What follows belongs to an exercise in optimizing a design on an open flow for small area, a short achievable clock period and few clock cycles; a production flow would make more cautious choices. Only simulation tests tie the RTL to the original design; equivalence was not proved. Power is estimated from default activity; no workload was simulated.

## config.mk

```make
export PLATFORM = sky130hd
export DESIGN_NAME = div_fsm
export DESIGN_NICKNAME = div_fsm
export VERILOG_FILES = /design/flow/design.v
export SDC_FILE = /design/flow/constraint.sdc
export NUM_CORES = 4
export LEC_CHECK = 0
export ABC_CLOCK_PERIOD_IN_PS = 3000
export CAP_MARGIN = 20
export CORE_MARGIN = 2
export CORE_UTILIZATION = 40
export SETUP_SLACK_MARGIN = 2.5
export SLEW_MARGIN = 20
```

## constraint.sdc

```tcl
create_clock -name core_clock -period 6.0 [get_ports {clk}]
set_input_delay 1.2000 -clock core_clock [delete_from_list [all_inputs] [get_ports {clk}]]
set_output_delay 1.2000 -clock core_clock [all_outputs]
set_load 0.01 [all_outputs]
```

## design.v

```verilog
module div_fsm#(
    parameter   DATAWIDTH = 10'd57
)
(
    input                         clk,
    input                         rst_n,
    input                         en,
    input     [DATAWIDTH-1:0]     dividend,
    input     [DATAWIDTH-1:0]     divisor,
    output                        ready,
    output    [DATAWIDTH-1:0]     quotient,
    output    [DATAWIDTH-1:0]     remainder,
    output                        vld_out
);
localparam W  = DATAWIDTH;
localparam K1 = 27;              
localparam K2 = 3;               
reg  [W-1:0] r_q;                
reg  [W-1:0] r_r;                
reg  [W-1:0] r_d;                
reg  [5:0]   r_cnt;              
reg          r_busy;
reg          r_vld;
assign ready     = ~r_busy;
assign vld_out   = r_vld;
assign quotient  = r_q;
assign remainder = r_r;
wire start = en & ~r_busy;
reg  [5:0]   r_wb;
reg  [5:0]   wb_in;
integer      wi;
always @(*) begin
    wb_in = 6'd0;
    for (wi = 0; wi < W; wi = wi + 1)
        if (divisor[wi]) wb_in = wi + 1;
end
wire [W-1:0] m;
genvar gi;
generate
    for (gi = 0; gi < W; gi = gi + 1) begin : g_m
        assign m[gi] = (r_wb <= gi + 1);
    end
endgenerate
wire d_nz = (r_wb != 6'd0);
wire [W+K1-1:0] x1 = {r_r, r_q[W-1:W-K1]};
wire [W+K2-1:0] x2 = {r_r, r_q[W-1:W-K2]};
wire sk1 = d_nz & (r_cnt >= K1) & ~|x1[W+K1-1:W] & ~|(x1[W-1:0] & m);
wire sk2 = d_nz & (r_cnt >= K2) & ~|x2[W+K2-1:W] & ~|(x2[W-1:0] & m);
wire [W:0]   x0   = {r_r, r_q[W-1]};
wire [W+1:0] diff = {1'b0, x0} - {2'b00, r_d};
wire         qb   = ~diff[W+1];
always @(posedge clk or negedge rst_n) begin
    if (!rst_n) begin
        r_busy <= 1'b0;
        r_vld  <= 1'b0;
        r_cnt  <= 6'd0;
    end else begin
        r_vld <= 1'b0;
        if (start) begin
            r_busy <= 1'b1;
            r_cnt  <= W;
        end else if (r_busy) begin
            if (sk1) begin
                r_cnt <= r_cnt - K1;
                if (r_cnt == K1) begin r_busy <= 1'b0; r_vld <= 1'b1; end
            end else if (sk2) begin
                r_cnt <= r_cnt - K2;
                if (r_cnt == K2) begin r_busy <= 1'b0; r_vld <= 1'b1; end
            end else begin
                r_cnt <= r_cnt - 1'b1;
                if (r_cnt == 6'd1) begin r_busy <= 1'b0; r_vld <= 1'b1; end
            end
        end
    end
end
always @(posedge clk) begin
    if (start) begin
        r_q <= dividend;
        r_d <= divisor;
        r_wb <= wb_in;
        r_r <= {W{1'b0}};
    end else if (r_busy) begin
        if (sk1) begin
            r_r <= x1[W-1:0];
            r_q <= {r_q[W-K1-1:0], {K1{1'b0}}};
        end else if (sk2) begin
            r_r <= x2[W-1:0];
            r_q <= {r_q[W-K2-1:0], {K2{1'b0}}};
        end else begin
            r_r <= qb ? diff[W-1:0] : x0[W-1:0];
            r_q <= {r_q[W-2:0], qb};
        end
    end
end
endmodule
```

## flow/run.sh

```bash
#!/bin/bash
# The standard layout, with buf_1 as the port buffer cell instead of the
# cell buffer_ports picks by default.
set -euo pipefail
export BUFFER_PORTS_ARGS="-buffer_cell sky130_fd_sc_hd__buf_1"
bash standard.sh > standard.log 2>&1
```

## standard.sh

```bash
#!/bin/bash
# synth_recipe.tcl (not shown) runs the flow's synth.tcl, then flattens the netlist and writes it again
# the make line also repeats each setting of config.mk as NAME=value (left out here)
make -C /OpenROAD-flow-scripts/flow DESIGN_CONFIG=/design/flow/config.mk WORK_HOME=/design/flow/orfs CLKGATE_MAP_FILE= SYNTH_SCRIPT=/design/flow/synth_recipe.tcl "${@:-finish}"
```

==> metrics.md, run 1 <==
| Metric | Value |
|---|---|
| Post-Route Setup TNS | 0 ns |
| Vias post-DR | 15.3k |
| Die area | 37200 um2 |
| FF-to-FF Start | r_wb[2] |
| Max-slew headroom | 0.429 |
| Synth area leaders | edfxtp_1, dfxtp_1, a21oi_1, o21ai_0, mux2i_1 |
| Worst skew pair latency | 0.46 ns |
| Yosys cell types | 79 |
| Vias in the first global route | 14.0k |
| Pin count of the biggest net entering global routing | between 60 and 70 |
| Setup violations, final | 0 |
| Synthesized Nets | between 1.5k and 2k |
| Initial Utilization | 0.404 |
| Worst Max-Slew Pin Slew | 0.857 ns |
| EDFF count, synth | 120 |
| Number of DRC markers in iteration 0 | 1727 |
| Total routed wirelength | between 60000 and 70000 um |
| NumNets Final | ~2.1k |
| Leakage power | 6.45 nW |
| Minimum clock period | 3.45 ns |
| Post-Syn Area | 14300 um2 |
| Critical Path End | r_cnt[3] |
| Reg2Reg Capture Point | r_cnt[3] |
| Post-layout util | 0.486 |
| Crit end category | flip-flop |
| Total GRT Usage | 0.316 |
| Design area | 17200 um2 |
| Reg clk slew, reported paths | ~0.080 ns |
| Root buffer cell | clkbuf_16 |
| CTS tree | built |
| Area share of the largest cell type after synthesis | 0.253 |
| Initial DRT Pass Iterations | 7 |
| Fin Clk Skew | 0.0172 ns |
| Mapped Cells | ~1.7k |
| Final ANT Viol Nets | 0 |
| Die width | 193 um |
| Port-buffer cells | 232 |
| Core area | 35300 um2 |
| Register bit count reported by yosys | 185 |
| Max cap viols | 0 |
| Final Hold Fails | 0 |
| Overall power | about 9.3 mW |
| Worst Path Arrival | 3.79 ns |
| Worst EP required | 6.34 ns |
| Initial antenna violation count | 0 |
| Placer Congestion | 0.965 |
| Worst Setup SP | r_wb[2] |
| Hold-fix buffers, CTS | 0 |
| CTS buffer count | 17 |
| Flop2flop setup slack | approximately 2.5 ns |
| Fin crit share | 0.576 |
| Maximum vdd ir drop | 0.239 mV |
| DR WL/cell | 25.2 um |
| Diodes inserted | 0 |
| YS warnings | 1 |
| Placed cell area | between 15000 and 20000 um2 |
| Dominant cell type by area after synthesis | edfxtp_1 |
| Num rows | 69 |
| HP Class | reg -> reg |
| CP Class | reg -> reg |
| Ports | 233 |
| Fmax | 289 MHz |
| Area delta synth->final | 20.3% |
| Die height | roughly 190 um |
| Wire length of the first global-routing pass | 87400 um |
| Global route total overflow | 0 |
| Worst R2R Path Depth | 15 |
| Startpoint types | flip-flop |
| Number of fill cells in the layout | approximately 3.5k |
| Status | finished clean |
| Via density | ~6.3 |
| Maximum buffer depth of the clock tree | 2 |
| Layout cell share with drive strength beyond 1 | 0.105 |
| Seq/Total Area, Yosys | 0.347 |
| CP Max Fanout | 16 |
| Number of H-tree levels | 4 |
| Synth Flop Type | edfxtp_1 |
| Syn avg cell area | 8.30 um2 |
| Max Slew Vio Count | 0 |
| Clk sink count | 185 |
| Power per cell area | approximately 540 nW/um2 |
| Async set-reset flop share out of synthesis | 0.0432 |
| Drt drc | 0 |
| RSZ-0062 raised after global routing | true |
| Final HPWL DP | 42900 um |
-- layout make-up --
class,instances,area [um2],area share
sequential,185,4980,0.290
clock buffer,19,433,0.0252
multi-input combinational,1332,8730,0.509
tap,461,577,0.0336
timing repair buffer,320,1900,0.111
clock inverter,13,105,0.00613
inverter,109,423,0.0247
-- cell usage after synthesis, drive strengths merged (7+ instances only) --
cell type,number
buf,46
nor4,25
a22o,33
clkbuf,46
a22oi,20
o2111ai,7
a211oi,16
nand3,28
nor2b,12
nand4,19
o211ai,16
ha,60
a221o,8
mux2i,78
nand2b,14
o21ai,173
o31ai,13
or4,8
a21boi,9
dfrtp,8
edfxtp,120
o21a,18
o21bai,10
nand2,164
and3,13
nor2,138
a221oi,10
a21o,37
a31oi,16
a21oi,189
inv,108
nor3,35
xnor2,30
a2111oi,9
xor2,17
dfxtp,57
nor3b,8
mux2,7
-- through the flow --
step           hold slack, ns  worst slack, ns  cells
2_1_floorplan           0.520             2.62   1718
3_3_place_gp            0.560             1.43   2358
3_5_place_dp            0.574             1.63   2358
4_1_cts                 0.585             2.50   2417
5_1_grt                 0.597             2.42   2439
6_report                0.580             2.55   2439
-- repair_timing --
item | in CTS | in global routing
endpoints found under the setup margin | 121 | 118
gates resized for setup | 41 | 72
pin swaps | 6 | 14
buffers inserted | 24 | 16
gates cloned | 3 | 6
-- per-layer routing --
| layer | track usage | vias up | wire length [um] |
|---|---|---|---|
| li1 | - | 6937 | - |
| met2 | 0.494 | 768 | 27600 |
| met3 | 0.0438 | 120 | 4930 |
| met5 | 0 | - | 0 |
| met4 | 0.119 | 0 | 2150 |
| met1 | 0.443 | 7509 | 26600 |
-- worst max-delay path, stage by stage (launching register included) --
cell	delay [ns]
edfxtp_1	0.52
buf_12	0.20
buf_4	0.16
a211oi_2	0.43
o21ai_0	0.14
a211oi_1	0.30
nor4_1	0.08
nand4_1	0.11
buf_4	0.15
nor3_4	0.05
buf_12	0.16
clkbuf_16	0.20
maj3_1	0.39
a21oi_1	0.19
xor2_1	0.17
a21oi_1	0.08
-- layout by cell type (no fill, tap or decap), drive strengths merged, types with 37 or more instances in the layout --
cell type | synthesis | routed
a21o | 37 | 37
a21oi | 189 | 189
buf | 46 | 313
dfxtp | 57 | 57
edfxtp | 120 | 120
ha | 60 | 60
inv | 108 | 107
mux2i | 78 | 78
nand2 | 164 | 164
nor2 | 138 | 138
o21ai | 173 | 173
-- power by group --
part           internal (mW)  switching, mW  leakage, nW
Clock                  0.567          0.523        0.256
Sequential              1.94           1.06         1.76
Combinational           2.10           3.07         4.43
Total                   4.60           4.65         6.45
-- flip-flops by register name, summed over array words and instances, names as in the netlist --
| signal | cells |
|---|---|
| r_d | 57 |
| r_q | 57 |
| r_r | 57 |
| r_cnt | 6 |
| r_wb | 6 |
| r_busy | 1 |
| r_vld | 1 |
-- kinds of logic after synthesis --
kind of cell	after synthesis	share of synthesized area
mux	85	0.0603
compound gates	648	0.289
buf+inv	201	0.0589
simple gates	489	0.161
flops	185	0.347
xor+xnor	47	0.0289
fa+ha+maj	63	0.0555
-- how the worst min path moves through the flow --
stage | cells after the start | endpoint | slack [ns] | startpoint
final | 1 | r_cnt[0] | 0.58 | r_cnt[0]
after global routing | 2 | r_r[43] | 0.60 | r_r[43]
after CTS | 1 | r_cnt[0] | 0.58 | r_cnt[0]
after detailed placement | 1 | r_cnt[0] | 0.57 | r_cnt[0]
after global placement | 1 | r_cnt[0] | 0.56 | r_cnt[0]
after floorplan | 1 | r_cnt[0] | 0.52 | r_cnt[0]
Testbench counts, summed over its fixed seeds: cycles 33,212.
==> run 2: changes to the inputs <==
--- a/config.mk
+++ b/config.mk
@@ -9,5 +9,5 @@
 export CAP_MARGIN = 20
 export CORE_MARGIN = 2
 export CORE_UTILIZATION = 40
-export SETUP_SLACK_MARGIN = 2.5
+export SETUP_SLACK_MARGIN = 3.0
 export SLEW_MARGIN = 20
==> run 2 against run 1 <==
Global-route usage increased by 5.0 points. Core utilization rose by 10 points. Sequential cell count stayed put. Total power up 15%. Clock skew shrank 0.0034 ns. Critical path type unchanged. Largest power group unchanged.
==> metrics.md, run 2 <==
| Metric | Value |
|---|---|
| Dominant cell type by area after synthesis | edfxtp_1 |
| Crit end category | flip-flop |
| Maximum vdd ir drop | 0.263 mV |
| Worst Path Arrival | 3.82 ns |
| Area share of the largest cell type after synthesis | 0.253 |
| Max cap viols | 0 |
| Fmax | around 290 MHz |
| Pin count of the biggest net entering global routing | 107 |
| Worst skew pair latency | ~0.47 ns |
| Initial antenna violation count | 0 |
| Number of DRC markers in iteration 0 | approximately 2.1k |
| Post-Route Setup TNS | 0 ns |
| Worst EP required | 6.39 ns |
| Register Area | 5000 um2 |
| Hold-fix buffers, CTS | 0 |
| CTS tree | built |
| Area delta synth->final | 45.5% |
| Final ANT Viol Nets | 0 |
| Power per cell area | about 520 nW/um2 |
| Minimum clock period | 3.43 ns |
| Gate power share | 0.602 |
| YS warnings | 1 |
| Pint | 5.37 mW |
| Commonest non-fill, non-tap cell in the layout | buf_1 |
| Overall power | 10.7 mW |
| Synth Flop Type | edfxtp_1 |
| CP Class | reg -> reg |
| Post-Syn Area | 14300 um2 |
| Synth top cells by count | a21oi_1, o21ai_0, nand2_1 |
| Area of the multi-input gates | roughly 9900 um2 |
| Maximum buffer depth of the clock tree | 2 |
| Initial Utilization | 0.404 |
| Total routed wirelength | 70500 um |
| Syn avg cell area | a little over 8 um2 |
| Worst path max stage delay | 0.53 ns |
| Fin crit share | 0.572 |
| Async set-reset flop share out of synthesis | 0.0432 |
| Core area | 35300 um2 |
| Max Slew Vio Count | 0 |
| Number of H-tree levels | 4 |
| Startpoint types | flip-flop |
| Regs by FF count | r_d (57), r_q (57), r_r (57) |
| Max-slew headroom | 0.421 |
| EDFF count, synth | 120 |
| Drt drc | 0 |
| Root buffer cell | clkbuf_16 |
| Num rows | 69 |
| Count leader, synth | a21oi_1 |
| Seq/Total Area, Yosys | 0.347 |
| Top layer in use | met4 |
| Initial DRT Pass Iterations | 6 |
| Global route total overflow | 0 |
| Final Hold Fails | 0 |
| Layout cell share with drive strength beyond 1 | 0.258 |
| Yosys cell types | a little under 80 |
| Synthesized Nets | 1896 |
| Diodes inserted | 0 |
| Sequential Power Share | 0.292 |
| Worst Max-Slew Pin Slew | 0.868 ns |
| Wire length of the first global-routing pass | between 90000 and 100000 um |
| Status | finished clean |
| Delay-heaviest family, CP | simple AND/OR/NAND/NOR gates |
| Die area | ~37000 um2 |
| Clk sink count | ~190 |
| Sw frac | 0.498 |
| RSZ-0062 raised after global routing | true |
| Total GRT Usage | 0.366 |
| Via density | 6.46 |
| Vias in the first global route | 15.4k |
| Critical path buffers and inverters | 9 |
| Number of fill cells in the layout | about 3.1k |
| Die width | 193 um |
| Setup violations, final | 0 |
| CP Max Fanout | 7 |
| DR WL/cell | ~27 um |
| Die height | 193 um |
| Ports | 233 |
| Fin Clk Skew | 0.0138 ns |
| Routed wl met2 | 30800 um |
| Slowest stage cell on the critical path | or4_4 |
| Leakage power | 7.91 nW |
| Placer Congestion | 1.00 |
| NetSw | 5.32 mW |
| Met3 WL | about 8500 um |
| Clock power frac | 0.106 |
| CP most frequent cell | buf_12 |
| HP Class | reg -> reg |
| CTS buffer count | 17 |
| Register bit count reported by yosys | roughly 190 |
| NumNets Final | 2310 |
| Mapped Cells | ~1.7k |
| Critical path, cell by cell | buf_12 -> buf_12 -> clkinvlp_4 -> buf_6 -> a31o_2 -> nand2_1 -> nand3_1 -> or4_4 -> nor4_4 -> buf_4 -> buf_6 -> and2_4 -> buf_12 -> buf_12 -> buf_16 -> a22o_1 -> a21oi_1 -> o21ai_1 |
| Vias post-DR | 16.8k |
| Commonest cells after routing, fill and taps aside | buf_1, nand2_1, a21oi_1, edfxtp_1, buf_4 |
| Port-buffer cells | around 230 |
| M1 WL | 27300 um |
| Reg clk slew, reported paths | 0.08 ns |
| Synth area leaders | edfxtp_1, dfxtp_1, a21oi_1, o21ai_0, mux2i_1 |
| Final HPWL DP | 42900 um |
## run 2: worst paths after layout
kind / depth (start not counted) / from / slack [ns] / to
worst max-delay path: 18 / r_wb[2] / 2.57 / r_r[15]
worst min-delay path: 1 / r_cnt[0] / 0.58 / r_cnt[0]
worst max register to register: 18 / r_wb[2] / 2.57 / r_r[15]
worst min register to register: 1 / r_cnt[0] / 0.58 / r_cnt[0]
max in group asynchronous: 1 / rst_n / 4.99 / r_busy
min in group asynchronous: 1 / rst_n / 0.65 / r_cnt[4]
## run 2: power groups by stage
stage	combinational [mW]	sequential (mW)	clock, mW
6_report	6.44	3.12	1.13
4_1_cts	5.83	2.99	1.13
5_1_grt	6.85	3.11	1.18
2_1_floorplan	3.14	2.63	0
3_5_place_dp	4.73	2.97	0
3_3_place_gp	4.69	2.98	0
## run 2: cells by family (layout without fill, tap and decap cells)
kind of cell               after synthesis  count (layout)  share of synthesized area
muxes                                   85              85                     0.0603
xor gates and xnor gates                47              47                     0.0289
and+or+nand+nor                        489             489                      0.161
DFF                                    185             185                      0.347
AOI/OAI and AO/OA                      648             651                      0.289
adders and majority gates               63              63                     0.0555
buffers and inverters                  201             625                     0.0589
## run 2: repair_timing
action                     in CTS  in global routing
gates cloned                   39                  4
buffers inserted              129                 45
pin swaps                     109                 88
resized for setup             427                153
setup endpoints to repair     143                123
## run 2: layout make-up
class,count,share of cell area
Multi-Input combinational cell,1335,0.478
Sequential cell,185,0.241
Timing Repair Buffer,482,0.205
Tap cell,461,0.0278
Clock buffer,23,0.0241
Inverter,109,0.0209
Clock inverter,9,0.00284
Timing Repair inverter,2,0.000603
## run 2: stage by stage
| stage | hold slack, ns | area (um2) | setup slack (ns) | util | cells |
|---|---|---|---|---|---|
| finish | 0.581 | 20700 | 2.57 | 0.587 | 2606 |
| global route | 0.632 | 20700 | 2.49 | 0.587 | 2606 |
| CTS | 0.568 | 19700 | 2.70 | 0.558 | 2557 |
| detailed placement | 0.568 | 15600 | 1.50 | 0.443 | 2357 |
| global placement | 0.549 | 15600 | 1.58 | 0.443 | 2357 |
| floorplan | 0.520 | 14300 | 2.93 | - | 1718 |
## run 2: layer usage
layer / vias to the layer above / track usage
met5: - / 0
met4: 0 / 0.173
met3: 295 / 0.103
met2: 1168 / 0.551
met1: 8063 / 0.484
li1: 7307 / -
==> run 3: changes to the inputs <==
--- a/config.mk
+++ b/config.mk
@@ -9,5 +9,6 @@
 export CAP_MARGIN = 20
 export CORE_MARGIN = 2
 export CORE_UTILIZATION = 40
-export SETUP_SLACK_MARGIN = 3.0
+export CTS_BUF_LIST = sky130_fd_sc_hd__clkbuf_4 sky130_fd_sc_hd__clkbuf_8
+export SETUP_SLACK_MARGIN = 2.5
 export SLEW_MARGIN = 20
==> run 3 against run 2 <==
Fmax is 0.31% lower. Register-to-register slack hardly changed. Total power is 14% lower. Non-clock buffer count is 161 lower. Highest routed layer unchanged. Worst hold slack worse by 0.0016 ns. Final area is 18% lower. Cell count is 6.4% lower. Synthesized cell count stayed put. Critical path type unchanged. Still clean on timing, DRC and antenna. Area after synthesis stayed put. Clock-buffer cell count is 4 lower. Sequential power is 4% lower.
==> metrics.md, run 3 <==
| Metric | Value |
|---|---|
| Status | finished clean |
| Initial DRT Pass Iterations | 8 |
| Number of DRC markers in iteration 0 | 1593 |
| Initial Utilization | 0.404 |
| Sequential Power Share | 0.328 |
| DR WL/cell | 25.2 um |
| NetSw | ~4.7 mW |
| Worst Setup SP | r_r[39] |
| Maximum vdd ir drop | 0.232 mV |
| Worst EP required | 6.42 ns |
| Layout cell share with drive strength beyond 1 | 0.107 |
| Port-buffer cells | between 200 and 250 |
| Dominant cell type by area after synthesis | edfxtp_1 |
| Mapped Cells | 1718 |
| Final Hold Fails | 0 |
| Synthesized Nets | 1896 |
| Die area | 37200 um2 |
| Synth top cells by count | a21oi_1, o21ai_0, nand2_1 |
| YS warnings | 1 |
| Max Slew Vio Count | 0 |
| Minimum clock period | approximately 3.4 ns |
| Vias post-DR | ~15k |
| Overall power | between 9 and 10 mW |
| Reg clk slew, reported paths | around 0.11 ns |
| Synth area leaders | edfxtp_1, dfxtp_1, a21oi_1, o21ai_0, mux2i_1 |
| Final HPWL DP | 42900 um |
| Fmax | 291 MHz |
| RSZ-0062 raised after global routing | false |
| Die width | 193 um |
| Ports | 233 |
| Number of fill cells in the layout | 3506 |
| Initial antenna violation count | 0 |
| Max cap viols | 0 |
| CTS buffer count | 17 |
| FF-to-FF Start | r_r[39] |
| Worst skew pair latency | 0.53 ns |
| Count leader, synth | a21oi_1 |
| Number of H-tree levels | 4 |
| Commonest cells after routing, fill and taps aside | buf_1, a21oi_1, o21ai_0, nand2_1, nor2_1 |
| Max-slew headroom | 0.442 |
| Setup violations, final | 0 |
| Worst slack, placed | around 1.6 ns |
| Pint | 4.44 mW |
| Drt drc | 0 |
| Placer Congestion | 0.965 |
| CTS tree | built |
| Post-layout util | 0.482 |
| Via density | 6.29 |
| Global route total overflow | 0 |
| Clock power frac | 0.090 |
| Total routed wirelength | roughly 62000 um |
| Power per cell area | 537 nW/um2 |
| Final setup margin | 2.56 ns |
| Register bit count reported by yosys | 185 |
| Crit end category | flip-flop |
| Wire length of the first global-routing pass | 87600 um |
| NumNets Final | approximately 2.1k |
| Startpoint types | flip-flop |
| Die height | 193 um |
| Sw frac | 0.514 |
| Fin Clk Skew | 0.0225 ns |
| Vias in the first global route | 14.0k |
| Final ANT Viol Nets | 0 |
| Seq/Total Area, Yosys | 0.347 |
| HP Class | in -> async |
| Gate power share | 0.581 |
| Post-Route Setup TNS | 0 ns |
| Regs by FF count | r_d (57), r_q (57), r_r (57) |
| Num rows | 69 |
| EDFF count, synth | between 100 and 150 |
| Pin count of the biggest net entering global routing | 66 |
| Async set-reset flop share out of synthesis | 0.0432 |
| Diodes inserted | 0 |
| Hold-fix buffers, CTS | 0 |
| Leakage power | 6.39 nW |
| CP Max Fanout | 6 |
| Root buffer cell | clkbuf_8 |
| Maximum buffer depth of the clock tree | 2 |
| Clk sink count | about 190 |
| Worst Path Arrival | 3.86 ns |
| Core area | 35300 um2 |
| Commonest non-fill, non-tap cell in the layout | buf_1 |
| Post-Syn Area | about 14000 um2 |
| Total GRT Usage | 0.317 |
| Area delta synth->final | 19.3% |
| Fin crit share | 0.573 |
| Yosys cell types | 79 |
| CP Class | reg -> reg |
| Synth Flop Type | edfxtp_1 |
| Syn avg cell area | 8.30 um2 |
| Worst Max-Slew Pin Slew | about 0.84 ns |
| Area share of the largest cell type after synthesis | 0.253 |
[run 3: cell counts after synthesis]
Identical to the previous run, type by type.
[run 3: repair_timing]
item / in CTS / in global routing
gates resized for setup: 43 / 77
buffers inserted: 24 / 16
setup endpoints to repair: 121 / 121
cloned: 3 / 7
pin swaps: 6 / 14
[run 3: through the flow]
| stage | area, um2 | std cells | hold WS (ns) |
|---|---|---|---|
| 2_1_floorplan | 14300 | 1718 | 0.520 |
| 3_3_place_gp | 15600 | 2358 | 0.560 |
| 3_5_place_dp | 15600 | 2358 | 0.574 |
| 4_1_cts | 16500 | 2417 | 0.572 |
| 5_1_grt | 17000 | 2440 | 0.602 |
| 6_report | 17000 | 2440 | 0.580 |
[run 3: layout make-up]
cell class / count / area (um2) / share of cell area
inverters: 109 / 423 / 0.0249
flip-flops and latches: 185 / 4980 / 0.293
well taps: 461 / 577 / 0.0339
clock buffers: 19 / 249 / 0.0146
multi-input cells: 1332 / 8750 / 0.514
repair buffers: 321 / 1920 / 0.113
clock inverters: 13 / 105 / 0.00618
[run 3: cell families after synthesis]
family / share of synthesized area
XOR/XNOR: 0.0289
flip-flops: 0.347
adder cells (fa/ha/maj): 0.0555
multiplexers: 0.0603
AND/OR/NAND/NOR: 0.161
buffers and inverters: 0.0589
AO/OA/AOI/OAI: 0.289
[run 3: path summary, 6_finish.rpt]
| check | depth (start not counted) | endpoint | slack (ns) |
|---|---|---|---|
| max | 11 | r_r[54] | 2.56 |
| min | 1 | r_cnt[2] | 0.58 |
| max reg2reg | 11 | r_r[54] | 2.56 |
| min reg2reg | 2 | r_r[43] | 0.58 |
| max in group asynchronous | 1 | r_cnt[1] | 5.11 |
| min in group core_clock | 2 | r_r[43] | 0.58 |
[run 3: routing by layer]
metal | global-route usage | routed length (um)
met2 | 0.494 | 27700
met1 | 0.442 | 26700
met5 | 0 | 0
met4 | 0.118 | 2250
met3 | 0.0486 | 4940
[run 3: critical path: stages (launching register included)]
cell and delay, ns:
dfxtp_1 0.58, ha_1 0.37, a21o_1 0.22, a21o_1 0.19, a31oi_1 0.36, o21ai_0 0.22, a21oi_1 0.22, a31oi_1 0.12
o21a_1 0.22, or2_2 0.29, xor2_1 0.16, a221o_1 0.35
[run 3: power by group through the flow]
stage | logic (mW) | registers (mW) | clock network, mW
6_report | 5.31 | 3.00 | 0.825
3_3_place_gp | 4.66 | 2.96 | 0
2_1_floorplan | 3.08 | 2.63 | 0
4_1_cts | 4.89 | 2.93 | 0.836
5_1_grt | 5.76 | 3.01 | 0.887
3_5_place_dp | 4.70 | 2.95 | 0
==> run 4: changes to the inputs <==
--- a/config.mk
+++ b/config.mk
@@ -10,5 +10,6 @@
 export CORE_MARGIN = 2
 export CORE_UTILIZATION = 40
 export CTS_BUF_LIST = sky130_fd_sc_hd__clkbuf_4 sky130_fd_sc_hd__clkbuf_8
+export PLACE_DENSITY = 0.5
 export SETUP_SLACK_MARGIN = 2.5
 export SLEW_MARGIN = 20
==> run 4 against run 3 <==
Still clean on timing, DRC and antenna. Sequential cell count did not move. Synthesized cell count did not move. Clock power rose by 5.8%. Combinational power rose by 1%. Cell count rose by 1.9%. Die area did not move. Area after synthesis did not move. Clock-buffer cell count fell by 2. Routed wire length rose by 4.5%. Register-to-register slack got worse by 0.08 ns. Largest cell class unchanged. Highest routed layer unchanged.
==> metrics.md, run 4 <==
| Metric | Value |
|---|---|
| Status | finished clean |
| Synth top cells by count | a21oi_1, o21ai_0, nand2_1 |
| Synthesized Nets | 1896 |
| Worst skew pair latency | 0.53 ns |
| Ports | 233 |
| Drt drc | 0 |
| Post-layout util | 0.500 |
| Total routed wirelength | 64300 um |
| CP Max Fanout | 26 |
| Post-Route Setup TNS | 0 ns |
| Vias in the first global route | ~14k |
| Worst R2R Path Depth | 14 |
| Placer Congestion | 0.961 |
| Setup violations, final | 0 |
| Delay-heaviest family, CP | buffers and inverters |
| Critical path buffers and inverters | 6 |
| Layout cell share with drive strength beyond 1 | 0.138 |
| Slowest stage cell on the critical path | edfxtp_1 |
| Core area | 35300 um2 |
| Port-buffer cells | 232 |
| Wire length of the first global-routing pass | 89200 um |
| Clk sink count | 185 |
| Initial antenna violation count | 1 |
| Clock power frac | 0.094 |
| Worst EP required | about 6.5 ns |
| Reg2Reg Capture Point | r_r[9] |
| Gate power share | 0.576 |
| Hold-fix buffers, CTS | 0 |
| Final setup margin | 2.48 ns |
| Worst slack, placed | 1.52 ns |
| Pin count of the biggest net entering global routing | 71 |
| Global route total overflow | 0 |
| Reg clk slew, reported paths | about 0.12 ns |
| Die height | between 150 and 200 um |
| Final HPWL DP | 44400 um |
| EDFF count, synth | between 100 and 150 |
| Dominant cell type by area after synthesis | edfxtp_1 |
| YS warnings | 1 |
| Fmax | roughly 280 MHz |
| Area of the multi-input gates | roughly 9000 um2 |
| Mapped Cells | 1718 |
| DR WL/cell | 25.9 um |
| Sw frac | 0.517 |
| Max Slew Vio Count | 0 |
| CTS tree | built |
| Final ANT Viol Nets | 0 |
| Fin Clk Skew | 0.0242 ns |
| Critical path, cell by cell | buf_12 -> inv_1 -> buf_6 -> or3_1 -> a32oi_1 -> o2111ai_2 -> buf_4 -> nor4_2 -> buf_4 -> nor2b_4 -> clkbuf_16 -> a22o_1 -> a21oi_1 -> o21ai_0 |
| Yosys cell types | 79 |
| Max-slew headroom | 0.405 |
| Fin crit share | 0.586 |
| FF-to-FF Start | r_wb[5] |
| Commonest cells after routing, fill and taps aside | buf_1, a21oi_1, nand2_1, o21ai_0, nor2_1 |
| Worst Max-Slew Pin Slew | 0.892 ns |
| Commonest non-fill, non-tap cell in the layout | buf_1 |
| Synth area leaders | edfxtp_1, dfxtp_1, a21oi_1, o21ai_0, mux2i_1 |
| NetSw | roughly 4.8 mW |
| Maximum vdd ir drop | ~0.28 mV |
| Num rows | 69 |
| Root buffer cell | clkbuf_8 |
| Register Area | 4980 um2 |
| Register bit count reported by yosys | 185 |
| Synth Flop Type | edfxtp_1 |
| RSZ-0062 raised after global routing | true |
| Regs by FF count | r_d (57), r_q (57), r_r (57) |
| Final Hold Fails | 0 |
| CP Class | reg -> reg |
| Leakage power | 6.70 nW |
| Maximum buffer depth of the clock tree | 2 |
| Area share of the largest cell type after synthesis | 0.253 |
| Die area | approximately 37000 um2 |
| Syn avg cell area | 8.30 um2 |
| Pint | roughly 4.5 mW |
| Minimum clock period | 3.52 ns |
| Via density | 6.20 |
| Area delta synth->final | 23.8% |
| Die width | approximately 190 um |
| Startpoint types | flip-flop |
| CP most frequent cell | buf_4 |
| Post-Syn Area | 14300 um2 |
| Count leader, synth | a21oi_1 |
| HP Class | in -> async |
| CTS buffer count | 17 |
| Number of DRC markers in iteration 0 | 1489 |
| Number of H-tree levels | 4 |
| Seq/Total Area, Yosys | 0.347 |
| Initial DRT Pass Iterations | 13 |
| Flop2flop setup slack | 2.48 ns |
| Crit end category | flip-flop |
| NumNets Final | 2190 |
| Sequential Power Share | 0.330 |
| Total GRT Usage | 0.327 |
| Diodes inserted | 0 |
| Initial Utilization | 0.404 |
| Power per cell area | 528 nW/um2 |
| Number of fill cells in the layout | 3543 |
| Max cap viols | 0 |
| Async set-reset flop share out of synthesis | 0.0432 |
| Worst Setup SP | r_wb[5] |
| Vias post-DR | 15.4k |
| Worst path max stage delay | around 0.47 ns |
| Worst Path Arrival | between 3 and 4 ns |
-- run 4: layer usage --
metal | GRT usage | part of all wire | up-vias
met3 | 0.0549 | 0.077 | 119
li1 | - | - | 7031
met1 | 0.462 | 0.44 | 7511
met5 | 0 | 0 | -
met4 | 0.123 | 0.034 | 0
met2 | 0.497 | 0.44 | 742
-- run 4: power groups by stage --
stage	registers, mW	clock network (mW)	logic, mW
6_report	3.07	0.873	5.37
5_1_grt	3.08	0.935	5.83
4_1_cts	3.01	0.892	5.14
3_5_place_dp	3.03	0	4.76
3_3_place_gp	3.05	0	4.77
2_1_floorplan	2.63	0	3.08
-- run 4: how the worst max path moves through the flow --
| stage | endpoint | slack [ns] | cells past startpoint |
|---|---|---|---|
| after floorplan | r_r[56] | 2.62 | 14 |
| after detailed placement | r_r[14] | 1.52 | 15 |
| after global routing | r_r[9] | 2.41 | 15 |
| after global placement | r_r[31] | 1.44 | 13 |
| final | r_r[9] | 2.48 | 14 |
| after CTS | r_r[0] | 2.45 | 13 |
-- run 4: cell families (layout without fill, tap and decap cells) --
kind of cell | Yosys count | in the layout | share of synthesized area
compound gates | 648 | 649 | 0.289
simple gates | 489 | 489 | 0.161
buf+inv | 201 | 507 | 0.0589
flops | 185 | 185 | 0.347
mux | 85 | 85 | 0.0603
fa+ha+maj | 63 | 63 | 0.0555
xor+xnor | 47 | 47 | 0.0289
-- run 4: layout make-up --
class	count	area share
tap	461	0.0327
clock inverter	15	0.00787
timing repair buffer	366	0.136
inverter	109	0.0240
multi-input combinational	1333	0.504
sequential	185	0.282
clock buffer	17	0.0133
-- run 4: timing repair --
item / CTS / global route
resized for setup: 59 / 98
buffers inserted: 39 / 38
pin swaps: 10 / 24
gates cloned: 4 / 12
endpoints found under the setup margin: 119 / 115
-- run 4: per-stage QoR --
stage | power [mW] | instances | cell area (um2) | hold slack (ns)
4_1_cts | 9.04 | 2436 | 16700 | 0.554
3_3_place_gp | 7.82 | 2361 | 15700 | 0.555
2_1_floorplan | 5.71 | 1718 | 14300 | 0.520
3_5_place_dp | 7.79 | 2361 | 15700 | 0.568
6_report | 9.31 | 2486 | 17600 | 0.572
5_1_grt | 9.85 | 2486 | 17600 | 0.578
-- run 4: worst register-to-register path: stages, from the launching register on --
cell and delay [ns]:
edfxtp_1 0.47, buf_12 0.18, inv_1 0.10, buf_6 0.19
or3_1 0.44, a32oi_1 0.28, o2111ai_2 0.24, buf_4 0.21
nor4_2 0.21, buf_4 0.23, nor2b_4 0.35, clkbuf_16 0.26
a22o_1 0.16, a21oi_1 0.04, o21ai_0 0.10
==> run 5: changes to the inputs <==
--- a/config.mk
+++ b/config.mk
@@ -10,6 +10,5 @@
 export CORE_MARGIN = 2
 export CORE_UTILIZATION = 40
 export CTS_BUF_LIST = sky130_fd_sc_hd__clkbuf_4 sky130_fd_sc_hd__clkbuf_8
-export PLACE_DENSITY = 0.5
-export SETUP_SLACK_MARGIN = 2.5
+export SETUP_SLACK_MARGIN = 2.2
 export SLEW_MARGIN = 20
==> run 5 against run 4 <==
Still clean. Global-route usage is 1.5 points lower. Final area down 6.8%. Fmax shrank 7.2%. Cell count decreased by 2.7%. Core utilization is 3.4 points lower. Combinational power decreased by 7.8%. Critical endpoint is now r_r[1].
==> metrics.md, run 5 <==
| Metric | Value |
|---|---|
| Status | finished clean |
| Post-Syn Area | between 10000 and 15000 um2 |
| Number of DRC markers in iteration 0 | 1388 |
| Worst Path Arrival | 4.21 ns |
| Final HPWL DP | 42900 um |
| Synthesized Nets | ~1.9k |
| Die area | 37200 um2 |
| Fin Clk Skew | 0.0223 ns |
| Total routed wirelength | 59900 um |
| Initial Utilization | 0.404 |
| Final ANT Viol Nets | 0 |
| Fmax | 264 MHz |
| Worst EP required | 6.42 ns |
| Critical path buffers and inverters | 1 |
| Yosys cell types | a little under 80 |
| Core area | 35300 um2 |
| Number of H-tree levels | 4 |
| CP Class | reg -> reg |
| Ports | around 230 |
| Number of fill cells in the layout | 3538 |
| Power per cell area | 532 nW/um2 |
| Syn avg cell area | 8.30 um2 |
| Count leader, synth | a21oi_1 |
| RSZ-0062 raised after global routing | true |
| Worst Max-Slew Pin Slew | 0.838 ns |
| NetSw | 4.52 mW |
| Worst R2R Path Depth | 11 |
| Global route total overflow | 0 |
| HP Class | in -> async |
| Pint | 4.23 mW |
| Minimum clock period | 3.79 ns |
| YS warnings | 1 |
| Layout cell share with drive strength beyond 1 | 0.0720 |
| Maximum vdd ir drop | 0.271 mV |
| Max-slew headroom | 0.433 |
| Maximum buffer depth of the clock tree | 2 |
| Placer Congestion | 0.965 |
| EDFF count, synth | 120 |
| Max Slew Vio Count | 0 |
| Final Hold Fails | 0 |
| Worst skew pair latency | approximately 0.53 ns |
| Worst path max stage delay | 0.72 ns |
| Initial antenna violation count | 0 |
| Drt drc | 0 |
| Commonest cells after routing, fill and taps aside | buf_1, a21oi_1, o21ai_0, nand2_1, nor2_1 |
| Area share of the largest cell type after synthesis | 0.253 |
| Clock power frac | 0.095 |
| Root buffer cell | clkbuf_8 |
| CP Max Fanout | 24 |
| NumNets Final | 2122 |
| Dominant cell type by area after synthesis | edfxtp_1 |
| Critical path, cell by cell | ha_1 -> a21oi_1 -> o211ai_1 -> a21oi_1 -> nand3b_1 -> o211ai_1 -> a21oi_4 -> buf_12 -> o21ai_0 -> o21ai_0 -> a21o_1 |
| Max cap viols | 0 |
| Slowest stage cell on the critical path | dfxtp_1 |
| Leakage power | 6.18 nW |
| Vias post-DR | ~15k |
| Flop2flop setup slack | about 2.2 ns |
| Crit end category | flip-flop |
| Diodes inserted | 0 |
| Clk sink count | 185 |
| Gate power share | 0.566 |
| FF-to-FF Start | r_r[18] |
| Synth Flop Type | edfxtp_1 |
| CTS tree | built |
| Regs by FF count | r_d (57), r_q (57), r_r (57) |
| Setup violations, final | 0 |
| Startpoint types | flip-flop |
| Initial DRT Pass Iterations | 5 |
| DR WL/cell | 24.8 um |
| Post-layout util | 0.466 |
| Delay-heaviest family, CP | compound AO/OA/AOI/OAI gates |
| Sequential Power Share | 0.340 |
| Commonest non-fill, non-tap cell in the layout | buf_1 |
| Async set-reset flop share out of synthesis | 0.0432 |
| Reg clk slew, reported paths | 0.11 ns |
| Sw frac | 0.516 |
| Port-buffer cells | 232 |
| Die height | 193 um |
| Total GRT Usage | 0.312 |
| Area delta synth->final | 15.3% |
| Mapped Cells | around 1.7k |
| Register bit count reported by yosys | roughly 190 |
| Vias in the first global route | 13.9k |
| Synth top cells by count | a21oi_1, o21ai_0, nand2_1 |
| Fin crit share | 0.631 |
| Via density | 6.25 |
| Reg2Reg Capture Point | r_r[1] |
| Synth area leaders | edfxtp_1, dfxtp_1, a21oi_1, o21ai_0, mux2i_1 |
| Wire length of the first global-routing pass | between 80000 and 90000 um |
| Post-Route Setup TNS | 0 ns |
| Die width | between 150 and 200 um |
| Stages on worst setup path | 11 |
| Num rows | 69 |
| Hold-fix buffers, CTS | 0 |
| Pin count of the biggest net entering global routing | between 70 and 80 |
| CTS buffer count | 17 |
| Seq/Total Area, Yosys | 0.347 |
==> run 5: cell types whose count changed in the layout (fill, tap and decap cells not counted), moves of 7 or more <==
cell / before / now
o21ai_0: 160 / 170
dfxtp_2: 16 / 4
buf_4: 91 / 50
clkbuf_16: 10 / 2
buf_12: 16 / 8
o21ai_1: 10 / 2
inv_4: 8 / 1
dfxtp_1: 37 / 53
==> run 5: power groups by stage <==
stage	clock [mW]	combinational [mW]	sequential, mW
2_1_floorplan	0	3.08	2.63
3_3_place_gp	0	4.66	2.96
3_5_place_dp	0	4.70	2.95
4_1_cts	0.836	4.74	2.92
5_1_grt	0.887	5.40	2.98
6_report	0.828	4.95	2.97
==> run 5: what timing repair did <==
action                                  CTS  global route
endpoints found under the setup margin  118           113
setup buffers                            18             7
endpoints found under the hold margin     0             0
pin swaps                                 1             5
gates cloned                              1             2
resized for setup                        11            26
==> run 5: kinds of logic (layout without fill, tap and decap cells) <==
logic type	Yosys count	after routing	synth area share
xor gates and xnor gates	47	47	0.0289
adders and majority gates	63	63	0.0555
buffers and inverters	201	440	0.0589
DFF	185	185	0.347
and+or+nand+nor	489	489	0.161
AOI/OAI and AO/OA	648	648	0.289
muxes	85	85	0.0603
==> run 5: worst max path at each step <==
stage / start / end
floorplan: r_q[56] / r_r[56]
global placement: r_wb[3] / r_r[0]
detailed placement: r_wb[3] / r_r[0]
CTS: r_wb[5] / r_r[1]
global route: r_q[56] / r_r[4]
finish: r_r[18] / r_r[1]
==> run 5: final cells by class <==
cell class                 count  area, um2  share of cell area
tap                          461        577              0.0351
clock inverter                13        105             0.00639
inverter                     109        419              0.0255
multi-input combinational   1332       8560               0.521
timing repair buffer         299       1580              0.0959
sequential                   185       4950               0.301
clock buffer                  19        249              0.0151
==> run 5: metal layers <==
layer  vias up  GRT usage  part of all wire
met5         -          0                 0
met3       107     0.0498             0.074
met1      7401      0.434              0.44
met4         0      0.111             0.029
met2       689      0.490              0.46
li1       6906          -                 -
==> run 5: worst reg2reg max path, stage by stage (launching register included) <==
cell and delay (ns):
dfxtp_1 0.72, ha_1 0.41, a21oi_1 0.25, o211ai_1 0.12
a21oi_1 0.33, nand3b_1 0.26, o211ai_1 0.46, a21oi_4 0.12
buf_12 0.19, o21ai_0 0.49, o21ai_0 0.15, a21o_1 0.20
==> run 5: through the flow <==
step / hold WS (ns) / std cells / power, mW / setup slack [ns] / cell area (um2)
6_report: 0.580 / 2418 / 8.75 / 2.21 / 16400
2_1_floorplan: 0.520 / 1718 / 5.71 / 2.62 / 14300
4_1_cts: 0.572 / 2409 / 8.50 / 2.15 / 16200
3_3_place_gp: 0.560 / 2358 / 7.62 / 1.43 / 15600
5_1_grt: 0.612 / 2418 / 9.27 / 2.13 / 16400
3_5_place_dp: 0.574 / 2358 / 7.65 / 1.63 / 15600
==> run 6: changes to the inputs <==
--- a/config.mk
+++ b/config.mk
@@ -10,5 +10,5 @@
 export CORE_MARGIN = 2
 export CORE_UTILIZATION = 40
 export CTS_BUF_LIST = sky130_fd_sc_hd__clkbuf_4 sky130_fd_sc_hd__clkbuf_8
-export SETUP_SLACK_MARGIN = 2.2
+export SETUP_SLACK_MARGIN = 2.7
 export SLEW_MARGIN = 20
==> run 6 against run 5 <==
Still clean on timing, DRC and antenna. Sequential share of layout area shrank 3.4 points. Area after synthesis is the same. Clock skew grew 0.0023 ns. Final area grew 13%. Worst hold slack gained 0.0060 ns. Routed wire length grew 7.4%. Critical path depth grew 3. Worst setup slack gained 0.36 ns. Critical endpoint is now r_r[20]. Largest power group unchanged. Highest routed layer unchanged.
==> metrics.md, run 6 <==
| Metric | Value |
|---|---|
| Area share of the largest cell type after synthesis | 0.253 |
| EDFF count, synth | 120 |
| Sequential Power Share | 0.325 |
| Worst Path Arrival | 3.80 ns |
| Vias post-DR | approximately 16k |
| Crit end category | flip-flop |
| Max-slew headroom | 0.368 |
| Root buffer cell | clkbuf_8 |
| Ports | approximately 230 |
| XOR/XNOR Fraction of Synth Area | 0.0289 |
| Design area | 18700 um2 |
| Slowest stage cell on the critical path | or4_4 |
| Final Hold Fails | 0 |
| Area of the multi-input gates | 9380 um2 |
| Hold path start | r_cnt[0] |
| FF-to-FF Start | r_wb[4] |
| Synthesized Nets | between 1.5k and 2k |
| Total routed wirelength | 64300 um |
| Reg2Reg Capture Point | r_r[20] |
| Synth top cells by count | a21oi_1, o21ai_0, nand2_1 |
| Setup violations, final | 0 |
| Pin count of the biggest net entering global routing | 110 |
| Commonest non-fill, non-tap cell in the layout | buf_1 |
| Largest family of logic cells by synthesized area | compound AO/OA/AOI/OAI gates |
| Clk sink count | roughly 190 |
| Die area | 37200 um2 |
| Simple-Gate Fraction of Synth Area | 0.161 |
| Vias in the first global route | 14.5k |
| Reg clk slew, reported paths | 0.11 ns |
| Global route total overflow | 0 |
| Count leader, synth | a21oi_1 |
| NumNets Final | roughly 2.2k |
| Hold path endpoint | r_cnt[0] |
| Pint | 4.71 mW |
| Flop2flop setup slack | between 2 and 3 ns |
| Commonest cells after routing, fill and taps aside | buf_1, a21oi_1, nand2_1, edfxtp_1, nor2_1 |
| Die height | 193 um |
| Maximum buffer depth of the clock tree | 2 |
| Hold Path Depth | 1 |
| Yosys cell types | 79 |
| Initial DRT Pass Iterations | 6 |
| Async set-reset flop share out of synthesis | 0.0432 |
| Max cap viols | 0 |
| Status | finished clean |
| Register Area | 4990 um2 |
| Core area | 35300 um2 |
| Total GRT Usage | 0.327 |
| CP Max Fanout | 9 |
| Initial Utilization | 0.404 |
| Number of H-tree levels | 4 |
| Leakage power | 7.07 nW |
| Placer Congestion | 0.971 |
| Regs by FF count | r_d (57), r_q (57), r_r (57) |
| Initial antenna violation count | 0 |
| Worst Max-Slew Pin Slew | 0.940 ns |
| CTS tree | built |
| Wire length of the first global-routing pass | 89900 um |
| Post-Syn Area | ~14000 um2 |
| Adder-Cell Fraction of Synth Area | 0.0555 |
| Compound-gate portion of the synthesized area | 0.289 |
| Maximum vdd ir drop | 0.245 mV |
| Register bit count reported by yosys | 185 |
| Number of DRC markers in iteration 0 | 1994 |
| Delay-heaviest family, CP | simple AND/OR/NAND/NOR gates |
| Layout cell share with drive strength beyond 1 | 0.193 |
| Drt drc | 0 |
| Synth area leaders | edfxtp_1, dfxtp_1, a21oi_1, o21ai_0, mux2i_1 |
| Worst EP required | 6.37 ns |
| RSZ-0062 raised after global routing | true |
| Critical path, cell by cell | buf_6 -> clkinvlp_4 -> buf_6 -> o311a_4 -> nand2_4 -> nand3_2 -> or4_4 -> nor4_4 -> buf_6 -> nor2b_4 -> buf_12 -> a22o_1 -> a21oi_2 -> o21ai_1 |
| Diodes inserted | 0 |
| Number of fill cells in the layout | 3428 |
| Final HPWL DP | 43200 um |
| Mux contribution to synthesized area | 0.0603 |
| Via density | 6.31 |
| Sw frac | 0.509 |
| Port-buffer cells | 232 |
| Fmax | 292 MHz |
| Post-Route Setup TNS | 0 ns |
| Final ANT Viol Nets | 0 |
| Area delta synth->final | 30.9% |
| Fin Clk Skew | approximately 0.025 ns |
| Minimum clock period | 3.42 ns |
| NetSw | 4.88 mW |
| Gate power share | 0.589 |
| Mapped Cells | between 1.5k and 2k |
| YS warnings | 1 |
| Worst R2R Path Depth | 14 |
| CP most frequent cell | buf_6 |
| CP Class | reg -> reg |
| Syn avg cell area | approximately 8.3 um2 |
| Die width | 193 um |
| Startpoint types | flip-flop |
| Clock power frac | 0.086 |
| DR WL/cell | 25.4 um |
| Power per cell area | 514 nW/um2 |
| Worst skew pair latency | ~0.52 ns |
| Placed cell area | 15700 um2 |
| Hold-fix buffers, CTS | 0 |
| Num rows | 69 |
| CTS buffer count | 17 |
| Worst path max stage delay | 0.52 ns |
| Synth Flop Type | edfxtp_1 |
| Stages on worst setup path | 14 |
| Max Slew Vio Count | 0 |
| Dominant cell type by area after synthesis | edfxtp_1 |
| Critical path buffers and inverters | 5 |
| Fin crit share | 0.571 |
| HP Class | reg -> reg |
| Seq/Total Area, Yosys | 0.347 |
==> run 6: area by class of cell <==
type,instances,area share
multi-input combinational,1333,0.503
timing repair buffer,406,0.157
inverter,109,0.0232
clock buffer,18,0.0129
clock inverter,14,0.00570
tap,461,0.0309
sequential,185,0.268
==> run 6: worst reg2reg max path, stage by stage, from the launching register on <==
cell and delay [ns]:
edfxtp_1 0.47, buf_6 0.16, clkinvlp_4 0.10, buf_6 0.14, o311a_4 0.39, nand2_4 0.08
nand3_2 0.08, or4_4 0.52, nor4_4 0.41, buf_6 0.18, nor2b_4 0.07, buf_12 0.15
a22o_1 0.22, a21oi_2 0.18, o21ai_1 0.13
==> run 6: metal layers <==
metal / vias up / part of all wire / GRT usage
met3: 150 / 0.095 / 0.0695
met5: - / 0 / 0
met4: 0 / 0.039 / 0.137
li1: 7134 / - / -
met1: 7742 / 0.42 / 0.450
met2: 917 / 0.45 / 0.496
==> run 6: cells by family after synthesis <==
| family | count (synthesis) |
|---|---|
| AOI/OAI and AO/OA | 648 |
| and+or+nand+nor | 489 |
| buffers and inverters | 201 |
| DFF | 185 |
| muxes | 85 |
| adders and majority gates | 63 |
| xor gates and xnor gates | 47 |
==> run 6: worst max-delay path by stage <==
stage / from / end / slack [ns]
finish: r_wb[4] / r_r[20] / 2.58
detailed placement: r_wb[3] / r_q[15] / 1.64
global route: r_wb[4] / r_r[32] / 2.51
CTS: r_wb[4] / r_q[29] / 2.65
floorplan: r_q[56] / r_r[44] / 2.74
global placement: r_wb[4] / r_q[15] / 1.51
==> run 6: timing repair <==
action,CTS,global route
endpoints found under the setup margin,122,119
pin swaps,34,84
setup buffers,76,36
gates cloned,12,8
gates resized for setup,160,187
==> run 6: through the flow <==
stage               setup WS (ns)  std cells  power, mW  hold slack [ns]   util
floorplan                    2.74       1718       5.71            0.520      -
global placement             1.51       2361       7.65            0.559  0.444
detailed placement           1.64       2361       7.68            0.567  0.444
CTS                          2.65       2481       8.89            0.577  0.497
global route                 2.51       2526       10.1            0.606  0.528
finish                       2.58       2526       9.59            0.586  0.528
==> run 6: power by group through the flow <==
stage               logic [mW]  registers [mW]  clock network, mW
floorplan                 3.09            2.63                  0
global placement          4.65            3.00                  0
detailed placement        4.70            2.99                  0
CTS                       5.07            2.98              0.833
global route              6.09            3.11              0.874
finish                    5.65            3.11              0.826
==> run 7: changes to the inputs <==
--- a/config.mk
+++ b/config.mk
@@ -10,5 +10,5 @@
 export CORE_MARGIN = 2
 export CORE_UTILIZATION = 40
 export CTS_BUF_LIST = sky130_fd_sc_hd__clkbuf_4 sky130_fd_sc_hd__clkbuf_8
-export SETUP_SLACK_MARGIN = 2.7
+export SETUP_SLACK_MARGIN = 2.4
 export SLEW_MARGIN = 20
==> run 7 against run 6 <==
Worst setup slack worse by 0.11 ns. Critical path depth is 3 lower. Fmax decreased by 3.1%. Clock skew shrank 0.00099 ns. Routed wire length decreased by 5.1%. Core utilization decreased by 5.3 points. Still clean on timing, DRC and antenna. Global-route usage down 0.99 points.
==> metrics.md, run 7 <==
| Metric | Value |
|---|---|
| Area of the multi-input gates | 8680 um2 |
| Wire length of the first global-routing pass | 87500 um |
| Number of fill cells in the layout | 3529 |
| Overall power | 8.97 mW |
| Final setup margin | 2.46 ns |
| Placed cell area | 15600 um2 |
| Critical Path End | r_r[54] |
| Layout cell share with drive strength beyond 1 | 0.0953 |
| Startpoint types | flip-flop |
| Final Hold Fails | 0 |
| Clk sink count | 185 |
| Crit end category | flip-flop |
| Total GRT Usage | 0.317 |
| Pin count of the biggest net entering global routing | 66 |
| Design area | 16800 um2 |
| Worst R2R Path Depth | 11 |
| Flop2flop setup slack | 2.46 ns |
| Synth Flop Type | edfxtp_1 |
| Worst slack, placed | 1.63 ns |
| Core area | 35300 um2 |
| Post-Route Setup TNS | 0 ns |
| Vias post-DR | ~15k |
| Fin crit share | 0.589 |
| Area share of the largest cell type after synthesis | 0.253 |
| Reg2Reg Capture Point | r_r[54] |
| Minimum clock period | 3.54 ns |
| FF-to-FF Start | r_r[18] |
| Placed Cells incl. Taps | around 2.4k |
| Count leader, synth | a21oi_1 |
| Commonest cells after routing, fill and taps aside | buf_1, a21oi_1, o21ai_0, nand2_1, nor2_1 |
| Number of H-tree levels | 4 |
| Maximum vdd ir drop | 0.238 mV |
| HP Class | in -> async |
| Syn avg cell area | around 8.3 um2 |
| Mapped Cells | 1718 |
| RSZ-0062 raised after global routing | true |
| Global route total overflow | 0 |
| Final ANT Viol Nets | 0 |
| Die area | 37200 um2 |
| Synth top cells by count | a21oi_1, o21ai_0, nand2_1 |
| Finished Layout Cells | about 2.4k |
| Yosys cell types | 79 |
| Ports | 233 |
| Worst Max-Slew Pin Slew | 0.841 ns |
| Max cap viols | 0 |
| CP Max Fanout | 7 |
| Num rows | 69 |
| Drt drc | 0 |
| Leakage power | 6.31 nW |
| Initial antenna violation count | 0 |
| Power per cell area | 535 nW/um2 |
| Port-buffer cells | 232 |
| Register Area | 4970 um2 |
| Worst EP required | roughly 6.4 ns |
| Async set-reset flop share out of synthesis | 0.0432 |
| Status | finished clean |
| Worst Path Arrival | between 3 and 4 ns |
| Synth area leaders | edfxtp_1, dfxtp_1, a21oi_1, o21ai_0, mux2i_1 |
| EDFF count, synth | 120 |
| Max Slew Vio Count | 0 |
| Via density | 6.26 |
| Worst skew pair latency | 0.54 ns |
| YS warnings | 1 |
| Vias in the first global route | 14.0k |
| Post-layout util | 0.475 |
| Initial Utilization | 0.404 |
| Initial DRT Pass Iterations | 7 |
| Synthesized Nets | 1896 |
| Reg clk slew, reported paths | 0.11 ns |
| Placer Congestion | between 0.9 and 1 |
| DR WL/cell | 25.1 um |
| Total routed wirelength | roughly 61000 um |
| Seq/Total Area, Yosys | 0.347 |
| Final HPWL DP | ~43000 um |
| Die width | a little under 200 um |
| Maximum buffer depth of the clock tree | 2 |
| Worst Setup SP | r_r[18] |
| Post-Syn Area | approximately 14000 um2 |
| Commonest non-fill, non-tap cell in the layout | buf_1 |
| Fmax | 283 MHz |
| Worst hold margin | between 0.5 and 0.6 ns |
| CP Class | reg -> reg |
| Root buffer cell | clkbuf_8 |
| Setup violations, final | 0 |
| Diodes inserted | 0 |
| Dominant cell type by area after synthesis | edfxtp_1 |
| Max-slew headroom | 0.440 |
| Register bit count reported by yosys | ~190 |
| NumNets Final | 2137 |
| Area delta synth->final | 17.7% |
| CTS tree | built |
| Number of DRC markers in iteration 0 | 1585 |
| CTS buffer count | 17 |
| Regs by FF count | r_d (57), r_q (57), r_r (57) |
| Fin Clk Skew | around 0.024 ns |
| Die height | 193 um |
run 7: cell counts after synthesis:
Identical to the previous run, type by type.
run 7: worst min-delay path by stage:
stage	startpoint	endpoint	slack, ns	cells past startpoint
after global routing	r_r[43]	r_r[43]	0.60	2
after CTS	rst_n	r_busy	0.57	1
after global placement	r_cnt[0]	r_cnt[0]	0.56	1
final	rst_n	r_cnt[2]	0.57	1
after floorplan	r_cnt[0]	r_cnt[0]	0.52	1
after detailed placement	r_cnt[0]	r_cnt[0]	0.57	1
run 7: final cells by class:
cell class | count | area share
Clock buffer | 19 | 0.0148
Tap cell | 461 | 0.0344
Clock inverter | 13 | 0.00626
Inverter | 109 | 0.0252
Sequential cell | 185 | 0.296
Timing Repair Buffer | 314 | 0.106
Multi-Input combinational cell | 1332 | 0.517
run 7: worst max-delay path: stages (launching register included):
cell      delay [ns]
dfxtp_2         0.56
ha_1            0.37
a21oi_1         0.25
o211ai_1        0.12
a21oi_1         0.33
nand3b_1        0.26
o211ai_1        0.38
a31oi_1         0.15
o21a_1          0.23
or2_2           0.29
xor2_1          0.16
a221o_1         0.34
run 7: routing by layer:
layer | part of all wire | GRT usage
met1 | 0.44 | 0.441
met2 | 0.45 | 0.496
met3 | 0.077 | 0.0500
met4 | 0.034 | 0.117
met5 | 0 | 0
run 7: power by group:
part	leakage, nW	switching, mW	internal (mW)
clock network	0.175	0.497	0.332
registers	1.76	1.06	1.93
logic	4.38	3.07	2.08
run 7: cells by family (layout without fill, tap and decap cells):
| logic type | Yosys count | in the layout | share of synthesized area |
|---|---|---|---|
| adders and majority gates | 63 | 63 | 0.0555 |
| muxes | 85 | 85 | 0.0603 |
| xor gates and xnor gates | 47 | 47 | 0.0289 |
| and+or+nand+nor | 489 | 489 | 0.161 |
| buffers and inverters | 201 | 455 | 0.0589 |
| DFF | 185 | 185 | 0.347 |
| AOI/OAI and AO/OA | 648 | 648 | 0.289 |
run 7: repair_timing:
item,in CTS,in global routing
hold endpoints to repair,0,0
gates resized for setup,30,56
buffers inserted,23,14
hold buffers,0,0
pin swaps,4,8
gates cloned,3,3
setup endpoints to repair,121,117
==> run 8: changes to the inputs <==
--- a/config.mk
+++ b/config.mk
@@ -5,10 +5,10 @@
 export SDC_FILE = /design/flow/constraint.sdc
 export NUM_CORES = 4
 export LEC_CHECK = 0
-export ABC_CLOCK_PERIOD_IN_PS = 3000
+export ABC_CLOCK_PERIOD_IN_PS = 2000
 export CAP_MARGIN = 20
 export CORE_MARGIN = 2
 export CORE_UTILIZATION = 40
 export CTS_BUF_LIST = sky130_fd_sc_hd__clkbuf_4 sky130_fd_sc_hd__clkbuf_8
-export SETUP_SLACK_MARGIN = 2.4
+export SETUP_SLACK_MARGIN = 2.5
 export SLEW_MARGIN = 20
==> run 8 against run 7 <==
Register-to-register slack better by 0.096 ns. Sequential power about the same. Total power up 1.8%. Core utilization up 0.64 points. Sequential cell count unchanged.
==> metrics.md, run 8 <==
| Metric | Value |
|---|---|
| Status | finished clean |
| Slowest stage cell on the critical path | dfxtp_1 |
| Worst Path Arrival | 3.86 ns |
| Leakage power | 6.39 nW |
| Dominant cell type by area after synthesis | edfxtp_1 |
| Commonest non-fill, non-tap cell in the layout | buf_1 |
| Async set-reset flop share out of synthesis | 0.0432 |
| Count leader, synth | a21oi_1 |
| Layout cell share with drive strength beyond 1 | 0.107 |
| Via density | 6.29 |
| Register bit count reported by yosys | between 150 and 200 |
| Root buffer cell | clkbuf_8 |
| Minimum clock period | 3.44 ns |
| CTS buffer count | 17 |
| CP Max Fanout | 6 |
| Yosys cell types | 79 |
| Worst path max stage delay | 0.58 ns |
| YS warnings | 1 |
| Max-slew headroom | 0.442 |
| Number of fill cells in the layout | 3506 |
| Seq/Total Area, Yosys | 0.347 |
| CP Class | reg -> reg |
| Delay-heaviest family, CP | compound AO/OA/AOI/OAI gates |
| Wire length of the first global-routing pass | 87600 um |
| Worst EP required | ~6.4 ns |
| Global route total overflow | 0 |
| Regs by FF count | r_d (57), r_q (57), r_r (57) |
| Area of the multi-input gates | 8750 um2 |
| Worst Max-Slew Pin Slew | 0.837 ns |
| Power per cell area | between 500 and 600 nW/um2 |
| Core area | around 35000 um2 |
| RSZ-0062 raised after global routing | false |
| Max cap viols | 0 |
| CTS tree | built |
| Setup violations, final | 0 |
| Final Hold Fails | 0 |
| Pin count of the biggest net entering global routing | 66 |
| Die width | 193 um |
| Crit end category | flip-flop |
| Diodes inserted | 0 |
| Initial antenna violation count | 0 |
| Area share of the largest cell type after synthesis | 0.253 |
| Fmax | 291 MHz |
| Synth area leaders | edfxtp_1, dfxtp_1, a21oi_1, o21ai_0, mux2i_1 |
| Vias post-DR | approximately 15k |
| Placer Congestion | approximately 0.97 |
| Ports | 233 |
| Area delta synth->final | 19.3% |
| Fin Clk Skew | 0.0225 ns |
| EDFF count, synth | 120 |
| Synth top cells by count | a21oi_1, o21ai_0, nand2_1 |
| DR WL/cell | 25.2 um |
| NumNets Final | 2144 |
| Post-Syn Area | 14300 um2 |
| Die height | around 190 um |
| Die area | 37200 um2 |
| Initial Utilization | 0.404 |
| Drt drc | 0 |
| Worst skew pair latency | 0.53 ns |
| Max Slew Vio Count | 0 |
| Total routed wirelength | 61600 um |
| Number of DRC markers in iteration 0 | ~1.6k |
| Synth Flop Type | edfxtp_1 |
| Synthesized Nets | 1896 |
| Startpoint types | flip-flop |
| Port-buffer cells | 232 |
| Reg clk slew, reported paths | 0.11 ns |
| Initial DRT Pass Iterations | 8 |
| Clk sink count | about 190 |
| Hold-fix buffers, CTS | 0 |
| Post-Route Setup TNS | 0 ns |
| Register Area | 4980 um2 |
| Maximum buffer depth of the clock tree | 2 |
| Maximum vdd ir drop | 0.232 mV |
| Vias in the first global route | 14.0k |
| Final ANT Viol Nets | 0 |
| Post-layout util | 0.482 |
| Fin crit share | 0.573 |
| Critical path, cell by cell | ha_1 -> a21o_1 -> a21o_1 -> a31oi_1 -> o21ai_0 -> a21oi_1 -> a31oi_1 -> o21a_1 -> or2_2 -> xor2_1 -> a221o_1 |
| Num rows | a little under 70 |
| Mapped Cells | 1718 |
| Final HPWL DP | 42900 um |
| Total GRT Usage | 0.317 |
| Number of H-tree levels | 4 |
| Syn avg cell area | 8.30 um2 |
| Commonest cells after routing, fill and taps aside | buf_1, a21oi_1, o21ai_0, nand2_1, nor2_1 |
| HP Class | in -> async |
| Critical path buffers and inverters | 0 |
## run 8: worst register-to-register path, cell delays in order, from the launching register on
cell,delay [ns]
dfxtp_1,0.58
ha_1,0.37
a21o_1,0.22
a21o_1,0.19
a31oi_1,0.36
o21ai_0,0.23
a21oi_1,0.22
a31oi_1,0.12
o21a_1,0.22
or2_2,0.29
xor2_1,0.16
a221o_1,0.35
## run 8: repair_timing
action | CTS | global route
gates resized for setup | 43 | 77
setup endpoints to repair | 121 | 121
setup buffers | 24 | 16
pin swaps | 6 | 14
gates cloned | 3 | 7
## run 8: path summary, 6_finish.rpt
check,startpoint,end,slack (ns),cells after the start
max in group asynchronous,rst_n,r_cnt[1],5.11,1
max reg2reg,r_r[39],r_r[54],2.56,11
min,rst_n,r_cnt[2],0.58,1
min in group core_clock,r_r[43],r_r[43],0.58,2
max,r_r[39],r_r[54],2.56,11
min reg2reg,r_r[43],r_r[43],0.58,2
## run 8: where the power goes
group	total, mW	switching (mW)	leakage, nW	internal (mW)
Sequential	3.00	1.07	1.76	1.94
Combinational	5.31	3.14	4.45	2.17
Clock	0.825	0.493	0.175	0.332
## run 8: cells by family after synthesis
logic type                 after synthesis  synth area share
AOI/OAI and AO/OA                      648             0.289
adders and majority gates               63            0.0555
buffers and inverters                  201            0.0589
muxes                                   85            0.0603
DFF                                    185             0.347
and+or+nand+nor                        489             0.161
xor gates and xnor gates                47            0.0289
## run 8: per-stage QoR
step / std cells / hold WS, ns / instance area [um2] / setup slack, ns / total power, mW
2_1_floorplan: 1718 / 0.520 / 14300 / 2.62 / 5.71
3_3_place_gp: 2358 / 0.560 / 15600 / 1.43 / 7.62
3_5_place_dp: 2358 / 0.574 / 15600 / 1.63 / 7.65
4_1_cts: 2417 / 0.572 / 16500 / 2.51 / 8.66
5_1_grt: 2440 / 0.602 / 17000 / 2.48 / 9.66
6_report: 2440 / 0.580 / 17000 / 2.56 / 9.14
## run 8: layout make-up
type,count,area share
multi-input combinational,1332,0.514
timing repair buffer,321,0.113
inverter,109,0.0249
sequential,185,0.293
tap,461,0.0339
clock inverter,13,0.00618
clock buffer,19,0.0146
## run 8: layer usage
metal	routed length (um)	GRT usage	up-vias
met5	0	0	-
met4	2250	0.118	0
met3	4940	0.0486	137
met2	27700	0.494	760
met1	26700	0.442	7490
li1	-	-	6950

what the ideal ports hide:
Ports are ideal in the flow. The routed layouts listed here were re-timed in OpenROAD. Step 1 assumes that a clkbuf_16 drives the clock port and a buf_2 every other input. Step 2, shift: input delay + t, output delay - t, t = (earliest + latest rising clock arrival at the registers) / 2. This alone moves slack from input paths to output paths. Three values: ideal ports, drivers, drivers and shift; two values: the first two.
run	t (ns)	setup slack, ns	worst hold slack (ns)
run 1	0.510	2.545 / 2.545 / 2.281	0.580 / 0.580 / 0.580
run 2	0.512	2.571 / 2.571 / 2.509	0.581 / 0.581 / 0.581
run 3	0.569	2.560 / 2.560 / 2.163	0.580 / 0.555 / 0.581
run 4	0.573	2.484 / 2.484 / 2.031	0.572 / 0.543 / 0.585
run 5	0.571	2.213 / 2.213 / 2.032	0.580 / 0.556 / 0.588
run 6	0.551	2.576 / 2.576 / 2.351	0.586 / 0.582 / 0.586
run 7	0.575	2.465 / 2.465 / 2.088	0.575 / 0.550 / 0.581
run 8	0.569	2.560 / 2.560 / 2.163	0.580 / 0.555 / 0.581
After both steps setup and hold are still met in every run listed. The setup slack of run 4, which loses most, moves by 0.000 ns with the drivers and by -0.453 ns with both steps.
